Source: an optimization exercise on an open RTL-to-GDS flow (aim: a short achievable clock period and few clock cycles). Production flows keep margins and buffers that such runs may drop. At most, simulation tests tie the RTL to the original design; equivalence was not proved. Power figures rest on the tool's default switching activity, not on a simulated workload.

==> 06-16 <==
// mips_single_cycle
module mips_single_cycle
(rst, clk, inst_adr, inst, data_adr, data_in,
 data_out, mem_read, mem_write);
  input rst, clk;
  output [31:0] inst_adr;
  input  [31:0] inst;
  output [31:0] data_adr;
  input  [31:0] data_in;
  output [31:0] data_out;
  output mem_read, mem_write;
  datapath DP(clk, rst, inst_adr, inst, data_adr, data_in, data_out,
              mem_read, mem_write);
endmodule
==> module reg_file, before the edit <==
module reg_file (wr_data, rd_reg1, rd_reg2, wr_reg, reg_write, rst, clk, rd_data1, rd_data2);
  input [31:0] wr_data;
  input [4:0] rd_reg1, rd_reg2, wr_reg;
  input reg_write, rst, clk;
  output [31:0] rd_data1, rd_data2;
  reg [31:0] register_file [1:31];
  integer i;
  assign rd_data1 = (rd_reg1 == 5'b0) ? 32'd0 : register_file[rd_reg1];
  assign rd_data2 = (rd_reg2 == 5'b0) ? 32'd0 : register_file[rd_reg2];
  always @(posedge clk)
    if (rst == 1'b1)
      for (i = 1; i < 32; i = i + 1)
        register_file[i] <= 32'd0;
    else if (reg_write == 1'b1 && wr_reg != 5'd0)
      register_file[wr_reg] <= wr_data;
endmodule
==> module datapath, before the edit <==
module datapath (clk, rst, inst_adr, inst, data_adr, data_in, data_out,
                 mem_read, mem_write);
  input  clk, rst;
  output [31:0] inst_adr;
  input  [31:0] inst;
  output [31:0] data_adr;
  input  [31:0] data_in;
  output [31:0] data_out;
  output mem_read, mem_write;
  reg  [31:0] pc;
  reg         d_valid;
  reg  [31:0] d_ir;
  reg  [31:0] d_pc4;
  reg         d_fredir;      
  reg         e_valid;       
  reg  [31:0] e_a, e_b, e_sd;
  reg         e_add, e_sub, e_and, e_or, e_slt;
  reg         e_we, e_load, e_store, e_beqc;
  reg  [4:0]  e_wr;
  reg  [31:0] e_btarget;
  reg  [31:0] m_res, m_sd;
  reg         m_we, m_load, m_store;
  reg  [4:0]  m_wr;
  wire [31:0] pc4 = pc + 32'd4;
  wire [5:0]  f_op = inst[31:26];
  wire        f_j  = (f_op == 6'b000010) | (f_op == 6'b000011);
  wire        f_beq_u = (f_op == 6'b000100) & (inst[25:21] == inst[20:16]);
  wire [10:0] f_lo = {1'b0, pc4[11:2]} + {1'b0, inst[9:0]};
  wire        f_sgn = inst[15];
  wire        f_hi_ok = (inst[15:10] == {6{f_sgn}}) & (f_lo[10] == f_sgn);
  wire        f_bfast = f_beq_u & f_hi_ok;
  wire [31:0] f_jtarget = {pc4[31:28], inst[25:0], 2'b00};
  wire [31:0] f_btarget = {pc4[31:12], f_lo[9:0], pc4[1:0]};
  wire uses_rs, uses_rt, dec_we, dst_rd, dst_31, alu_imm,
       is_load, is_store, is_beq, is_jr, is_jal,
       op_add, op_sub, op_and, op_or, op_slt;
  controller CU(d_ir, uses_rs, uses_rt, dec_we, dst_rd, dst_31, alu_imm,
                is_load, is_store, is_beq, is_jr, is_jal,
                op_add, op_sub, op_and, op_or, op_slt);
  wire [4:0] rs = d_ir[25:21];
  wire [4:0] rt = d_ir[20:16];
  wire [4:0] wr = dst_31 ? 5'd31 : (dst_rd ? d_ir[15:11] : rt);
  wire [31:0] imm = {{16{d_ir[15]}}, d_ir[15:0]};
  wire [31:0] m_wdata = m_load ? data_in : m_res;
  wire [31:0] rf_a, rf_b;
  reg_file RF(m_wdata, rs, rt, m_wr, m_we, rst, clk, rf_a, rf_b);
  wire [31:0] e_res;
  alu ALU(e_a, e_b, e_add, e_sub, e_and, e_or, e_slt, e_res);
  wire fe_a = e_we & (e_wr == rs);
  wire fm_a = m_we & (m_wr == rs);
  wire fe_b = e_we & (e_wr == rt);
  wire fm_b = m_we & (m_wr == rt);
  wire [31:0] fwd_a = fe_a ? e_res : fm_a ? m_wdata : rf_a;
  wire [31:0] fwd_b = fe_b ? e_res : fm_b ? m_wdata : rf_b;
  wire rs_eq_rt = (rs == rt);
  wire stall = d_valid & e_load & ((uses_rs & fe_a) | (uses_rt & fe_b));
  wire e_redir = e_valid & e_beqc & (e_a == e_sd);
  wire [31:0] d_btarget = d_pc4 + {imm[29:0], 2'b00};
  wire d_redir = d_valid & ~stall & ~d_fredir & ((is_beq & rs_eq_rt) | is_jr);
  wire [31:0] d_target = is_jr ? fwd_a : d_btarget;
  wire d_go = d_valid & ~stall & ~e_redir;    
  always @(posedge clk) begin
    if (rst) begin
      pc <= 32'd0;
      d_valid <= 1'b0;
    end else if (e_redir) begin
      pc <= e_btarget;
      d_valid <= 1'b0;
    end else if (stall) begin
      pc <= pc;
    end else if (d_redir) begin
      pc <= d_target;
      d_valid <= 1'b0;
    end else begin
      pc <= f_j ? f_jtarget : (f_bfast ? f_btarget : pc4);
      d_valid <= 1'b1;
      d_ir <= inst;
      d_pc4 <= pc4;
      d_fredir <= f_j | f_bfast;
    end
  end
  always @(posedge clk) begin
    if (rst | ~d_go) begin
      e_valid <= 1'b0;
      e_we <= 1'b0; e_load <= 1'b0; e_store <= 1'b0; e_beqc <= 1'b0;
    end else begin
      e_valid <= 1'b1;
      e_we <= dec_we & (wr != 5'd0);
      e_load <= is_load;
      e_store <= is_store;
      e_beqc <= is_beq & ~rs_eq_rt;
    end
    e_a  <= is_jal ? d_pc4 : fwd_a;
    e_b  <= alu_imm ? imm : (is_jal ? 32'd0 : fwd_b);
    e_sd <= fwd_b;
    e_add <= op_add; e_sub <= op_sub; e_and <= op_and; e_or <= op_or; e_slt <= op_slt;
    e_wr <= wr;
    e_btarget <= d_btarget;
  end
  always @(posedge clk) begin
    if (rst) begin
      m_we <= 1'b0; m_load <= 1'b0; m_store <= 1'b0;
    end else begin
      m_we <= e_we; m_load <= e_load; m_store <= e_store;
    end
    m_res <= e_res;
    m_sd  <= e_sd;
    m_wr  <= e_wr;
  end
  assign inst_adr  = pc;
  assign data_adr  = m_res;
  assign data_out  = m_sd;
  assign mem_read  = m_load;
  assign mem_write = m_store;
endmodule
clock: 11.0 ns
lec_check: 0
abc_clock_period_in_ps: 3000
cap_margin: 20
core_margin: 2
core_utilization: 40
slew_margin: 20
run.sh (not shown) runs the stock make flow with config.mk's settings and CLKGATE_MAP_FILE= SYNTH_SCRIPT=/design/flow/synth_recipe.tcl, a recipe that flattens the netlist after the stock synthesis.
==> inputs of 08-23, as changes to 06-16 <==
--- a/flow/design.v
+++ b/flow/design.v
@@ -104,17 +104,27 @@
       d_out <= d_in;
   end
 endmodule
-module reg_file (wr_data, rd_reg1, rd_reg2, wr_reg, reg_write, rst, clk, rd_data1, rd_data2);
+module reg_file (wr_data, rd_sel1, rd_sel2, wr_reg, reg_write, clr, clk, rd_data1, rd_data2);
   input [31:0] wr_data;
-  input [4:0] rd_reg1, rd_reg2, wr_reg;
-  input reg_write, rst, clk;
+  input [31:0] rd_sel1, rd_sel2;
+  input [4:0] wr_reg;
+  input reg_write, clr, clk;
   output [31:0] rd_data1, rd_data2;
   reg [31:0] register_file [1:31];
   integer i;
-  assign rd_data1 = (rd_reg1 == 5'b0) ? 32'd0 : register_file[rd_reg1];
-  assign rd_data2 = (rd_reg2 == 5'b0) ? 32'd0 : register_file[rd_reg2];
+  reg [31:0] r1, r2;
+  always @* begin
+    r1 = 32'd0;
+    r2 = 32'd0;
+    for (i = 1; i < 32; i = i + 1) begin
+      r1 = r1 | ({32{rd_sel1[i]}} & register_file[i]);
+      r2 = r2 | ({32{rd_sel2[i]}} & register_file[i]);
+    end
+  end
+  assign rd_data1 = r1;
+  assign rd_data2 = r2;
   always @(posedge clk)
-    if (rst == 1'b1)
+    if (clr == 1'b1)
       for (i = 1; i < 32; i = i + 1)
         register_file[i] <= 32'd0;
     else if (reg_write == 1'b1 && wr_reg != 5'd0)
@@ -149,6 +159,10 @@
   reg  [31:0] d_ir;
   reg  [31:0] d_pc4;
   reg         d_fredir;      
+  reg  [31:0] d_rs_oh, d_rt_oh;  
+  reg         fe_a, fe_b;    
+  reg         fm_a, fm_b;    
+  reg         rst_q;         
   reg         e_valid;       
   reg  [31:0] e_a, e_b, e_sd;
   reg         e_add, e_sub, e_and, e_or, e_slt;
@@ -180,13 +194,24 @@
   wire [31:0] imm = {{16{d_ir[15]}}, d_ir[15:0]};
   wire [31:0] m_wdata = m_load ? data_in : m_res;
   wire [31:0] rf_a, rf_b;
-  reg_file RF(m_wdata, rs, rt, m_wr, m_we, rst, clk, rf_a, rf_b);
+  reg_file RF(m_wdata, d_rs_oh, d_rt_oh, m_wr, m_we, rst_q, clk, rf_a, rf_b);
   wire [31:0] e_res;
   alu ALU(e_a, e_b, e_add, e_sub, e_and, e_or, e_slt, e_res);
-  wire fe_a = e_we & (e_wr == rs);
-  wire fm_a = m_we & (m_wr == rs);
-  wire fe_b = e_we & (e_wr == rt);
-  wire fm_b = m_we & (m_wr == rt);
+  wire [4:0] f_rs = inst[25:21];
+  wire [4:0] f_rt = inst[20:16];
+  wire d_we = d_valid & dec_we & (wr != 5'd0);
+  wire n_fe_a = d_we & (wr == f_rs);
+  wire n_fe_b = d_we & (wr == f_rt);
+  wire n_fm_a = e_we & (e_wr == f_rs);
+  wire n_fm_b = e_we & (e_wr == f_rt);
+  reg [31:0] f_rs_oh, f_rt_oh;
+  integer k;
+  always @* begin
+    for (k = 0; k < 32; k = k + 1) begin
+      f_rs_oh[k] = (k != 0) && (f_rs == k);
+      f_rt_oh[k] = (k != 0) && (f_rt == k);
+    end
+  end
   wire [31:0] fwd_a = fe_a ? e_res : fm_a ? m_wdata : rf_a;
   wire [31:0] fwd_b = fe_b ? e_res : fm_b ? m_wdata : rf_b;
   wire rs_eq_rt = (rs == rt);
@@ -196,6 +221,7 @@
   wire d_redir = d_valid & ~stall & ~d_fredir & ((is_beq & rs_eq_rt) | is_jr);
   wire [31:0] d_target = is_jr ? fwd_a : d_btarget;
   wire d_go = d_valid & ~stall & ~e_redir;    
+  always @(posedge clk) rst_q <= rst;
   always @(posedge clk) begin
     if (rst) begin
       pc <= 32'd0;
@@ -205,6 +231,10 @@
       d_valid <= 1'b0;
     end else if (stall) begin
       pc <= pc;
+      fe_a <= 1'b0;
+      fe_b <= 1'b0;
+      fm_a <= fe_a;
+      fm_b <= fe_b;
     end else if (d_redir) begin
       pc <= d_target;
       d_valid <= 1'b0;
@@ -214,6 +244,12 @@
       d_ir <= inst;
       d_pc4 <= pc4;
       d_fredir <= f_j | f_bfast;
+      d_rs_oh <= f_rs_oh;
+      d_rt_oh <= f_rt_oh;
+      fe_a <= n_fe_a;
+      fe_b <= n_fe_b;
+      fm_a <= n_fm_a;
+      fm_b <= n_fm_b;
     end
   end
   always @(posedge clk) begin
@@ -222,7 +258,7 @@
       e_we <= 1'b0; e_load <= 1'b0; e_store <= 1'b0; e_beqc <= 1'b0;
     end else begin
       e_valid <= 1'b1;
-      e_we <= dec_we & (wr != 5'd0);
+      e_we <= d_we;
       e_load <= is_load;
       e_store <= is_store;
       e_beqc <= is_beq & ~rs_eq_rt;
==> flow/flow/run.sh (new file) <==
#!/bin/bash
set -euo pipefail
export SETUP_SLACK_MARGIN=${SETUP_MARGIN_NS:-7.5}
bash standard.sh > standard.log 2>&1
==> flow/standard.sh (new file) <==
#!/bin/bash
# synth_recipe.tcl (not shown) runs the flow's synth.tcl, then flattens the netlist and writes it again
# the make line also repeats each setting of config.mk as NAME=value (left out here)
make -C /OpenROAD-flow-scripts/flow DESIGN_CONFIG=/design/flow/config.mk WORK_HOME=/design/flow/orfs CLKGATE_MAP_FILE= SYNTH_SCRIPT=/design/flow/synth_recipe.tcl "${@:-finish}"
removed: flow/run.sh
==> impl_results.md <==
* Combinational power share at 19.2%
* Run status: timing/DRC/antenna clean
* Met2 capacity usage during global routing at 58.51%
* Critical Path End: DP.pc[9]
* Final wirelength at 381800 microns
* Cell area after placement at 71820 sq um
* Worst-path cell with the longest stage delay: or4_4
# the run above: 08-23

==> impl_results.md <==
* Run status: timing/DRC/antenna clean
* Final Hold Vio Count at 0
* Final wirelength at 264900 microns
* Setup total negative slack at 0 ns
* Met2 capacity usage during global routing at 45.06%
* Cell area after placement at 76260 sq um
* Critical Path End: DP.pc[30]
# the run above: 06-16

Testbench counts of 08-23, summed over its fixed seeds: cycles 281,376.
Only the layout flow was run in 06-16; the RTL was not checked for function there.

-- separate check: timing with driven ports --
Ports are ideal in the flow. The routed layouts listed here were re-timed in OpenROAD. Step 1 sets driving cells, clkbuf_16 on the clock port and buf_2 on the other inputs (assumed; they add their load-dependent delay and slew). Step 2 also shifts input and output timing later by t, the mid clock arrival at the registers, as if the neighbouring blocks saw the same clock. a / b / c = no drivers / after step 1 / after step 2; a / b = the first two.
run	shift t [ns]	slack for setup (ns)	latest minus earliest clock arrival (ns)
06-16	0.883	5.417 / 5.465 / 4.582	0.032 / 0.033
08-23	0.903	6.710 / 6.724 / 5.850	0.049 / 0.049
After both steps every run listed still meets setup and hold. For 08-23, which loses most, drivers alone change the setup slack by +0.014 ns; drivers and shift together by -0.860 ns.
